What follows belongs to an exercise in optimizing a design on an open flow for small area; a production flow would make more cautious choices. RTL that was checked went through simulation tests only; none was proved equivalent to the original. Power figures rest on the tool's default switching activity, not on a simulated workload.

## CPU
module	CPU(clk, reset, instr, pc, reg0, reg1, reg2, reg3, reg4, reg5, reg6, reg7, dataMemValue0, dataMemValue1, dataMemValue2, dataMemValue3, dataMemValue4, dataMemValue5, dataMemValue6, dataMemValue7, ALUout, ALUin1, ALUin2, regDataIn);
For scale: ~3000 cells after synthesis, ~350 I/O pins, ~0.029 mm² of cells after synthesis.
clock: 7.0 ns
lec_check: 0
abc_area: 1
cap_margin: 20
core_margin: 2
core_utilization: 40
gpl_timing_driven: 0
setup_slack_margin: 0.05
slew_margin: 20
standard.sh (not shown) runs the stock make flow with config.mk's settings and CLKGATE_MAP_FILE= SYNTH_SCRIPT=/design/flow/synth_recipe.tcl, a recipe that flattens the netlist after the stock synthesis.
==> flow/flow/run.sh <==
#!/bin/bash
# Standard ORFS layout with two changes: synthesis maps logic with an
# area-oriented ABC script (flow/abc_area.script), and the ports are
# buffered with the smallest buffer cell.
set -euo pipefail
W=$(pwd)
rm -rf "$W/scripts_mod"
cp -r "$FLOW_HOME/scripts" "$W/scripts_mod"
cp "$W/flow/abc_area.script" "$W/scripts_mod/abc_area.script"
bash "$W/standard.sh" "SCRIPTS_DIR=$W/scripts_mod" \
  "BUFFER_PORTS_ARGS=-buffer_cell sky130_fd_sc_hd__buf_1" finish > "$W/standard_make.log" 2>&1
==> flow/flow/abc_area.script <==
strash
dch -f
&get -n
&nf -R 1000 -p
&put
topo
The baseline finished with negative setup slack left.
Change:
GPL_TIMING_DRIVEN = unset   (was 0)
What happened: The new run finished with negative setup slack left; clock-buffer cell count climbs by 3; synthesized cell count stays the same; setup slack improved by 0.36 ns; hold slack is about the same; cell count goes up by 2.2%; design area shrinks by 3.6%; wire length falls by 9.5%; die area stays the same.
Change:
--- a/flow/flow/run.sh
+++ b/flow/flow/run.sh
@@ -2,3 +2,4 @@
-# Standard ORFS layout with two changes: synthesis maps logic with an
-# area-oriented ABC script (flow/abc_area.script), and the ports are
-# buffered with the smallest buffer cell.
+# Standard ORFS layout with these changes: synthesis maps logic with an
+# area-oriented ABC script (flow/abc_area.script), except the adder, which
+# is mapped with ORFS's speed script (flow/patch_synth.py); and the ports
+# are buffered with the smallest buffer cell.
@@ -9,0 +11 @@
+python3 "$W/flow/patch_synth.py" "$W/scripts_mod/synth.tcl"
==> flow/flow/patch_synth.py (new file) <==
# Patch the copied ORFS synth.tcl: keep module Adder16 as its own module
# through synthesis and map it with ABC's speed script; the rest of the
# design is mapped with the area script. synth_recipe.tcl flattens afterwards.
import sys
path = sys.argv[1]
s = open(path).read()
a = "hierarchy -check -top $::env(DESIGN_NAME)\n"
assert a in s
s = s.replace(a, a + "setattr -mod -set keep_hierarchy 1 Adder16\n", 1)
b = "  log_cmd abc {*}$abc_args\n"
assert b in s
s = s.replace(b,
    "  set fast_args [lreplace $abc_args 1 1 $::env(SCRIPTS_DIR)/abc_speed.script]\n"
    "  log_cmd abc {*}$abc_args $::env(DESIGN_NAME)\n"
    "  log_cmd abc {*}$fast_args Adder16\n", 1)
open(path, "w").write(s)
What happened: The changed run finished with negative setup slack left; core utilization climbs by 2.6 points; via count climbs by 2.5%; total power climbs by 2.8%.
No functional check of the RTL was part of any run of this note.

* * *

CPU, a different RTL version from the one above (not shown whole).
Size in the first run: about 350 I/O pins, roughly 29,000 um2 of cells after synthesis.
Settings: LEC_CHECK=0, ABC_AREA=1, CAP_MARGIN=20, CORE_MARGIN=2, CORE_UTILIZATION=63, SETUP_SLACK_MARGIN=0.03, SLEW_MARGIN=20; clock period 7.0 ns.
==> flow/flow/run.sh <==
#!/bin/bash
# Standard ORFS layout (the standard.sh) with these changes:
# - synthesis maps logic with ABC scripts of its own (flow/patch_synth.py):
#   area-oriented ones for most of the design (abc_area.script) and for the
#   register reads and ALU (abc_fast.script), and a delay-oriented one for
#   the adder (abc_add.script);
# - no full-adder extraction before ABC (ADDER_MAP_FILE empty);
# - the ports are buffered with the smallest buffer cell;
# - the clock tree uses sink clusters of up to 24 registers driven by
#   clkbuf_16 and no dummy loads.
# ORFS writes each tool's log under orfs/logs; make's output is in standard_make.log.
set -euo pipefail
W=$(pwd)
rm -rf "$W/scripts_mod"
cp -r "$FLOW_HOME/scripts" "$W/scripts_mod"
cp "$W/flow/abc_area.script" "$W/flow/abc_fast.script" "$W/flow/abc_add.script" "$W/scripts_mod/"
python3 "$W/flow/patch_synth.py" "$W/scripts_mod/synth.tcl"
bash "$W/standard.sh" "SCRIPTS_DIR=$W/scripts_mod" "ADDER_MAP_FILE=" \
  "BUFFER_PORTS_ARGS=-buffer_cell sky130_fd_sc_hd__buf_1" \
  "CTS_ARGS=-sink_clustering_enable -repair_clock_nets -dont_use_dummy_load -sink_clustering_size 24 -sink_clustering_max_diameter 120 -sink_clustering_buffer sky130_fd_sc_hd__clkbuf_16 -buf_list {sky130_fd_sc_hd__clkbuf_8 sky130_fd_sc_hd__clkbuf_16}" finish > "$W/standard_make.log" 2>&1
==> flow/flow/abc_area.script <==
strash
&get -n
&dc2
&syn2
&dch -f
&nf -R 1000 -p
&put
topo
==> flow/flow/abc_fast.script <==
strash
dch -f
&get -n
&nf -R 1000 -p
&put
topo
==> flow/flow/patch_synth.py <==
# Patch the copied ORFS synth.tcl so that ABC maps three parts of the design
# separately, each with its own script (all copied beside synth.tcl):
#   Adder16  (the ALU's register-register adder)    abc_add.script  (delay-oriented)
#   ExecUnit (register reads, operands, ALU)        abc_fast.script
#   the rest (register file, data memory, PC, ...)  abc_area.script (area-oriented)
# Adder16 and ExecUnit are kept as modules through synthesis only;
# synth_recipe.tcl flattens the design afterwards.
import sys
path = sys.argv[1]
s = open(path).read()
a = "hierarchy -check -top $::env(DESIGN_NAME)\n"
assert a in s
s = s.replace(a, a + "setattr -mod -set keep_hierarchy 1 ExecUnit Adder16\n", 1)
b = "  log_cmd abc {*}$abc_args\n"
assert b in s
s = s.replace(b,
    "  set fast_args [lreplace $abc_args 1 1 $::env(SCRIPTS_DIR)/abc_fast.script]\n"
    "  set add_args [lreplace $abc_args 1 1 $::env(SCRIPTS_DIR)/abc_add.script]\n"
    "  log_cmd abc {*}$abc_args $::env(DESIGN_NAME)\n"
    "  log_cmd abc {*}$fast_args ExecUnit\n"
    "  log_cmd abc {*}$add_args Adder16\n", 1)
open(path, "w").write(s)
Other scripts of this flow, unchanged in this note and not shown: flow/flow/abc_add.script
Edit:
--- a/flow/flow/run.sh
+++ b/flow/flow/run.sh
@@ -2 +2 @@
-# Standard ORFS layout (the standard.sh) with these changes:
+# Standard ORFS layout with these changes:
@@ -4,3 +4,2 @@
-#   area-oriented ones for most of the design (abc_area.script) and for the
-#   register reads and ALU (abc_fast.script), and a delay-oriented one for
-#   the adder (abc_add.script);
+#   an area-oriented one for most of the design, delay-oriented ones for the
+#   register reads, operand selection and ALU;
@@ -9,3 +8,2 @@
-# - the clock tree uses sink clusters of up to 24 registers driven by
-#   clkbuf_16 and no dummy loads.
-# ORFS writes each tool's log under orfs/logs; make's output is in standard_make.log.
+# - the clock tree uses larger sink clusters of clkbuf_16 and no dummy loads.
+# Every tool's output goes to ORFS's logs under orfs/logs and to standard_make.log.
==> flow/flow/abc_area.script (replaced) <==
strash
dch -f
&get -n
&nf -R 1000 -p
&put
topo
==> flow/flow/abc_fast.script (replaced) <==
strash
dch -f
&get -n
&nf -p
&put
topo
--- a/flow/flow/patch_synth.py
+++ b/flow/flow/patch_synth.py
@@ -2,4 +2,4 @@
-# separately, each with its own script (all copied beside synth.tcl):
-#   Adder16  (the ALU's register-register adder)    abc_add.script  (delay-oriented)
-#   ExecUnit (register reads, operands, ALU)        abc_fast.script
-#   the rest (register file, data memory, PC, ...)  abc_area.script (area-oriented)
+# with different scripts (all copied beside synth.tcl):
+#   Adder16  (the ALU's adder)                      abc_add.script  (delay)
+#   ExecUnit (register reads, operands, ALU)        abc_fast.script (delay)
+#   the rest (register file, data memory, PC, ...)  abc_area.script (area)
Settings changed: CORE_UTILIZATION 63 to 50.
Design area goes up by about 4%.
Sequential power goes up by about 10%.
Final cell count goes up by about 4.3%.
Power goes down by 2.1%.
Setup slack improved by 0.076 ns.
Die area goes up by 28%.
Core utilization goes down by 14 points.
Routed wire length goes down by about 1.2%.
Hold slack improved by 0.014 ns.
Sequential cell count does not change.
Edit:
--- a/flow/flow/run.sh
+++ b/flow/flow/run.sh
@@ -2 +2 @@
-# Standard ORFS layout with these changes:
+# Standard ORFS layout (the standard.sh) with these changes:
@@ -4,2 +4,3 @@
-#   an area-oriented one for most of the design, delay-oriented ones for the
-#   register reads, operand selection and ALU;
+#   an area-oriented one (abc_area.script) for most of the design and
+#   delay-oriented ones for the register reads and ALU (abc_fast.script) and
+#   the adder (abc_add.script);
@@ -8,2 +9,3 @@
-# - the clock tree uses larger sink clusters of clkbuf_16 and no dummy loads.
-# Every tool's output goes to ORFS's logs under orfs/logs and to standard_make.log.
+# - the clock tree uses sink clusters of up to 24 registers driven by
+#   clkbuf_16 and no dummy loads.
+# ORFS writes each tool's log under orfs/logs; make's output is in standard_make.log.
==> flow/flow/abc_area.script (replaced) <==
strash
&get -n
&dc2
&syn2
&dch -f
&nf -R 1000 -p
&put
topo
--- a/flow/flow/patch_synth.py
+++ b/flow/flow/patch_synth.py
@@ -2,4 +2,4 @@
-# with different scripts (all copied beside synth.tcl):
-#   Adder16  (the ALU's adder)                      abc_add.script  (delay)
-#   ExecUnit (register reads, operands, ALU)        abc_fast.script (delay)
-#   the rest (register file, data memory, PC, ...)  abc_area.script (area)
+# separately, each with its own script (all copied beside synth.tcl):
+#   Adder16  (the ALU's register-register adder)    abc_add.script  (delay-oriented)
+#   ExecUnit (register reads, operands, ALU)        abc_fast.script
+#   the rest (register file, data memory, PC, ...)  abc_area.script (area-oriented)
Settings changed: CORE_UTILIZATION 50 to 63, SETUP_SLACK_MARGIN 0.03 to 0.1.
- wire length shrinks by a few percent
- maximum frequency went down slightly
- final area goes down by a few percent
- die area falls by about a fifth
Edit:
--- a/flow/flow/run.sh
+++ b/flow/flow/run.sh
@@ -2 +2 @@
-# Standard ORFS layout (the standard.sh) with these changes:
+# Standard ORFS layout with these changes:
@@ -4,3 +4,2 @@
-#   an area-oriented one (abc_area.script) for most of the design and
-#   delay-oriented ones for the register reads and ALU (abc_fast.script) and
-#   the adder (abc_add.script);
+#   an area-oriented one for most of the design, delay-oriented ones for the
+#   register reads, operand selection and ALU;
@@ -9,3 +8,2 @@
-# - the clock tree uses sink clusters of up to 24 registers driven by
-#   clkbuf_16 and no dummy loads.
-# ORFS writes each tool's log under orfs/logs; make's output is in standard_make.log.
+# - the clock tree uses larger sink clusters of clkbuf_16 and no dummy loads.
+# Every tool's output goes to ORFS's logs under orfs/logs and to standard_make.log.
==> flow/flow/abc_area.script (replaced) <==
strash
dch -f
&get -n
&nf -R 1000 -p
&put
topo
--- a/flow/flow/patch_synth.py
+++ b/flow/flow/patch_synth.py
@@ -2,4 +2,4 @@
-# separately, each with its own script (all copied beside synth.tcl):
-#   Adder16  (the ALU's register-register adder)    abc_add.script  (delay-oriented)
-#   ExecUnit (register reads, operands, ALU)        abc_fast.script
-#   the rest (register file, data memory, PC, ...)  abc_area.script (area-oriented)
+# with different scripts (all copied beside synth.tcl):
+#   Adder16  (the ALU's adder)                      abc_add.script  (delay)
+#   ExecUnit (register reads, operands, ALU)        abc_fast.script (delay)
+#   the rest (register file, data memory, PC, ...)  abc_area.script (area)
Settings changed: CORE_UTILIZATION 63 to 45.
Result: The changed run completed without violations. Setup slack gains 0.0038 ns. Routed wire length rises by a little under a tenth. Flip-flop and latch count stays the same. Design area is higher by a few percent. Worst hold slack improves by 0.028 ns. Total power came out lower slightly. Global-route usage came out lower by 12 points. Via count fell by a few percent. Die area goes up by well over a third. Register-to-register slack improved by 0.45 ns.
Edit:
Settings changed: CORE_UTILIZATION 45 to 50, GPL_TIMING_DRIVEN from default to 0.
The new run produced a layout that fails on setup timing; core utilization grows by 6.1 points; sequential share of layout area grows by 0.27 points; worst hold slack is worse by 0.0050 ns; first-iteration DRC count shrinks by about 14%.

* * *

Setup of sierra:
Starting RTL as in the previous note.
Settings: LEC_CHECK=0, ABC_AREA=1, CAP_MARGIN=20, CORE_MARGIN=2, CORE_UTILIZATION=60, SETUP_SLACK_MARGIN=0.05, SLEW_MARGIN=20; clock period 7.0 ns.
==> flow/flow/run.sh <==
#!/bin/bash
# Standard ORFS layout (the standard.sh) with these changes:
# - synthesis maps logic with ABC scripts of its own (flow/patch_synth.py):
#   an area-oriented one (abc_area.script) for most of the design and
#   delay-oriented ones for the register reads and ALU (abc_fast.script) and
#   the adder (abc_add.script);
# - no full-adder extraction before ABC (ADDER_MAP_FILE empty);
# - the ports are buffered with the smallest buffer cell;
# - the clock tree uses sink clusters of up to 24 registers driven by
#   clkbuf_16 and no dummy loads.
# ORFS writes each tool's log under orfs/logs; make's output is in standard_make.log.
set -euo pipefail
W=$(pwd)
rm -rf "$W/scripts_mod"
cp -r "$FLOW_HOME/scripts" "$W/scripts_mod"
cp "$W/flow/abc_area.script" "$W/flow/abc_fast.script" "$W/flow/abc_add.script" "$W/scripts_mod/"
python3 "$W/flow/patch_synth.py" "$W/scripts_mod/synth.tcl"
bash "$W/standard.sh" "SCRIPTS_DIR=$W/scripts_mod" "ADDER_MAP_FILE=" \
  "BUFFER_PORTS_ARGS=-buffer_cell sky130_fd_sc_hd__buf_1" \
  "CTS_ARGS=-sink_clustering_enable -repair_clock_nets -dont_use_dummy_load -sink_clustering_size 24 -sink_clustering_max_diameter 120 -sink_clustering_buffer sky130_fd_sc_hd__clkbuf_16 -buf_list {sky130_fd_sc_hd__clkbuf_8 sky130_fd_sc_hd__clkbuf_16}" finish > "$W/standard_make.log" 2>&1
==> flow/flow/abc_area.script <==
strash
&get -n
&dc2
&syn2
&dch -f
&nf -R 1000 -p
&put
topo
==> flow/flow/abc_fast.script <==
strash
dch -f
&get -n
&nf -p
&put
topo
==> flow/flow/patch_synth.py <==
# Patch the copied ORFS synth.tcl so that ABC maps three parts of the design
# separately, each with its own script (all copied beside synth.tcl):
#   Adder16  (the ALU's register-register adder)    abc_add.script  (delay-oriented)
#   ExecUnit (register reads, operands, ALU)        abc_fast.script
#   the rest (register file, data memory, PC, ...)  abc_area.script (area-oriented)
# Adder16 and ExecUnit are kept as modules through synthesis only;
# synth_recipe.tcl flattens the design afterwards.
import sys
path = sys.argv[1]
s = open(path).read()
a = "hierarchy -check -top $::env(DESIGN_NAME)\n"
assert a in s
s = s.replace(a, a + "setattr -mod -set keep_hierarchy 1 ExecUnit Adder16\n", 1)
b = "  log_cmd abc {*}$abc_args\n"
assert b in s
s = s.replace(b,
    "  set fast_args [lreplace $abc_args 1 1 $::env(SCRIPTS_DIR)/abc_fast.script]\n"
    "  set add_args [lreplace $abc_args 1 1 $::env(SCRIPTS_DIR)/abc_add.script]\n"
    "  log_cmd abc {*}$abc_args $::env(DESIGN_NAME)\n"
    "  log_cmd abc {*}$fast_args ExecUnit\n"
    "  log_cmd abc {*}$add_args Adder16\n", 1)
open(path, "w").write(s)
Other scripts of this flow, unchanged in this note and not shown: flow/flow/abc_add.script
## Diff of input files: yarrow against sierra
Settings: SETUP_SLACK_MARGIN now 0.1, was 0.05.
--- a/flow/flow/run.sh
+++ b/flow/flow/run.sh
@@ -1,12 +1,10 @@
 #!/bin/bash
-# Standard ORFS layout (the standard.sh) with these changes:
+# Standard ORFS layout with these changes:
 # - synthesis maps logic with ABC scripts of its own (flow/patch_synth.py):
-#   an area-oriented one (abc_area.script) for most of the design and
-#   delay-oriented ones for the register reads and ALU (abc_fast.script) and
-#   the adder (abc_add.script);
+#   an area-oriented one for most of the design, delay-oriented ones for the
+#   register reads, operand selection and ALU;
 # - no full-adder extraction before ABC (ADDER_MAP_FILE empty);
 # - the ports are buffered with the smallest buffer cell;
-# - the clock tree uses sink clusters of up to 24 registers driven by
-#   clkbuf_16 and no dummy loads.
-# ORFS writes each tool's log under orfs/logs; make's output is in standard_make.log.
+# - the clock tree uses larger sink clusters of clkbuf_16 and no dummy loads.
+# Every tool's output goes to ORFS's logs under orfs/logs and to standard_make.log.
 set -euo pipefail
==> flow/flow/abc_area.script <==
strash
dch -f
&get -n
&nf -R 1000 -p
&put
topo
--- a/flow/flow/patch_synth.py
+++ b/flow/flow/patch_synth.py
@@ -1,6 +1,6 @@
 # Patch the copied ORFS synth.tcl so that ABC maps three parts of the design
-# separately, each with its own script (all copied beside synth.tcl):
-#   Adder16  (the ALU's register-register adder)    abc_add.script  (delay-oriented)
-#   ExecUnit (register reads, operands, ALU)        abc_fast.script
-#   the rest (register file, data memory, PC, ...)  abc_area.script (area-oriented)
+# with different scripts (all copied beside synth.tcl):
+#   Adder16  (the ALU's adder)                      abc_add.script  (delay)
+#   ExecUnit (register reads, operands, ALU)        abc_fast.script (delay)
+#   the rest (register file, data memory, PC, ...)  abc_area.script (area)
 # Adder16 and ExecUnit are kept as modules through synthesis only;
==> results.txt <==
- On worst setup margin, the lower figure sits with sierra, not yarrow.
- On shortest clock period the worst path allows after layout: yarrow sits below sierra.
- yarrow gives less post-CTS setup-driven buffer insertion count than sierra did.
- Share of power burned in registers (yarrow over sierra): increase, 6.8 points
- [compare] base=sierra new=yarrow: share of synthesized cell area in and, or, nand and nor gates stayed essentially flat, met3 demand-to-capacity share in global routing -2.0 points, largest fanout on the critical path moved down, via count decreased 995, routed wire length per instance lost 0.41 um.
- The commonest non-fill, non-tap cell in the layout comes out sky130_fd_sc_hd__nand2_1 in one run and sky130_fd_sc_hd__dfrtp_1 in the other, namely in sierra and yarrow respectively.
- Comparing yarrow and sierra, the lower combinational share of power was measured on yarrow.
diff inputs: yarrow => raven
Settings: CORE_UTILIZATION: 60 -> 50.
--- outcome ---
- Against yarrow, final design instance area without fill in raven rose by a few percent.
- In raven the sequential share of layout area turned out 1.2 points lower than in yarrow.
- In terms of multi-input combinational gate total, yarrow and raven differ only marginally.
- Comparing raven and yarrow, the higher number of instances in the placed design was measured on raven.
Changes in tundra relative to raven:
Settings: CORE_UTILIZATION now 60, was 50; CAP_MARGIN now 10, was 20; SETUP_SLACK_MARGIN now 0.03, was 0.1; SLEW_MARGIN now 10, was 20.
==> flow/flow/abc_fast.script <==
strash
dch -f
&get -n
&nf -R 1000 -p
&put
topo
- On met2 routing resource usage after global routing, the higher figure sits with tundra, not raven.
- Comparing raven and tundra, the higher portion of the clock cycle consumed by the worst path in the final layout was measured on tundra.
- Setup slack of the most critical reg-to-reg path | tundra above raven
- tundra: area growth from synthesis to final layout is 1.5 points lower than what raven reported.
- tundra reports a higher per-cell routed wire length than raven does.
- In tundra, the synthesized cell count came out 10 above the value in raven.
- Compared with raven, tundra shows a higher wire length after detailed routing.
- Compared with raven, tundra shows design area that has gone down by a few percent.
- Tightest slew margin relative to the limit in tundra is 2.5 points below raven.

## port drivers added, routing unchanged
No port has a modelled driver above. Below, the same layouts with a new extraction and two added sets of constraints. Step 1 (the two cells are an assumption about what drives the block):
set clk [get_ports {clk}]
set_driving_cell -lib_cell sky130_fd_sc_hd__clkbuf_16 $clk
set_driving_cell -lib_cell sky130_fd_sc_hd__buf_2 [delete_from_list [all_inputs] $clk]
Step 2 also shifts input and output timing later by t, the mid clock arrival at the registers, as if the neighbouring blocks saw the same clock. Three values: ideal ports, drivers, drivers and shift; two values: the first two.
run	shift t [ns]	setup WS [ns]	clock arrival spread, ns
the first run of note 1	0.694	-1.306 / -1.374 / -1.968	0.038 / 0.038
the second run of note 1	0.684	-0.949 / -0.983 / -1.585	0.043 / 0.042
the third run of note 1	0.680	-0.391 / -0.427 / -1.028	0.029 / 0.029
the first run of note 2	0.712	0.103 / 0.068 / -0.461	0.049 / 0.049
the second run of note 2	0.618	0.179 / 0.052 / -0.245	0.096 / 0.096
the third run of note 2	0.636	0.137 / 0.109 / -0.352	0.104 / 0.104
the fourth run of note 2	0.638	0.141 / 0.081 / 0.017	0.064 / 0.064
the fifth run of note 2	0.718	-0.089 / -0.197 / -0.486	0.045 / 0.045
sierra	0.706	0.061 / 0.039 / -0.452	0.045 / 0.045
yarrow	0.695	0.246 / 0.213 / -0.276	0.046 / 0.046
raven	0.643	0.188 / 0.145 / -0.138	0.069 / 0.070
tundra	0.615	0.131 / 0.108 / -0.193	0.107 / 0.107
With both steps, setup timing fails in 7 of these runs, where it was met with ideal ports. The setup slack of the first run of note 1, which loses most, moves by -0.068 ns with the drivers and by -0.662 ns with both steps.
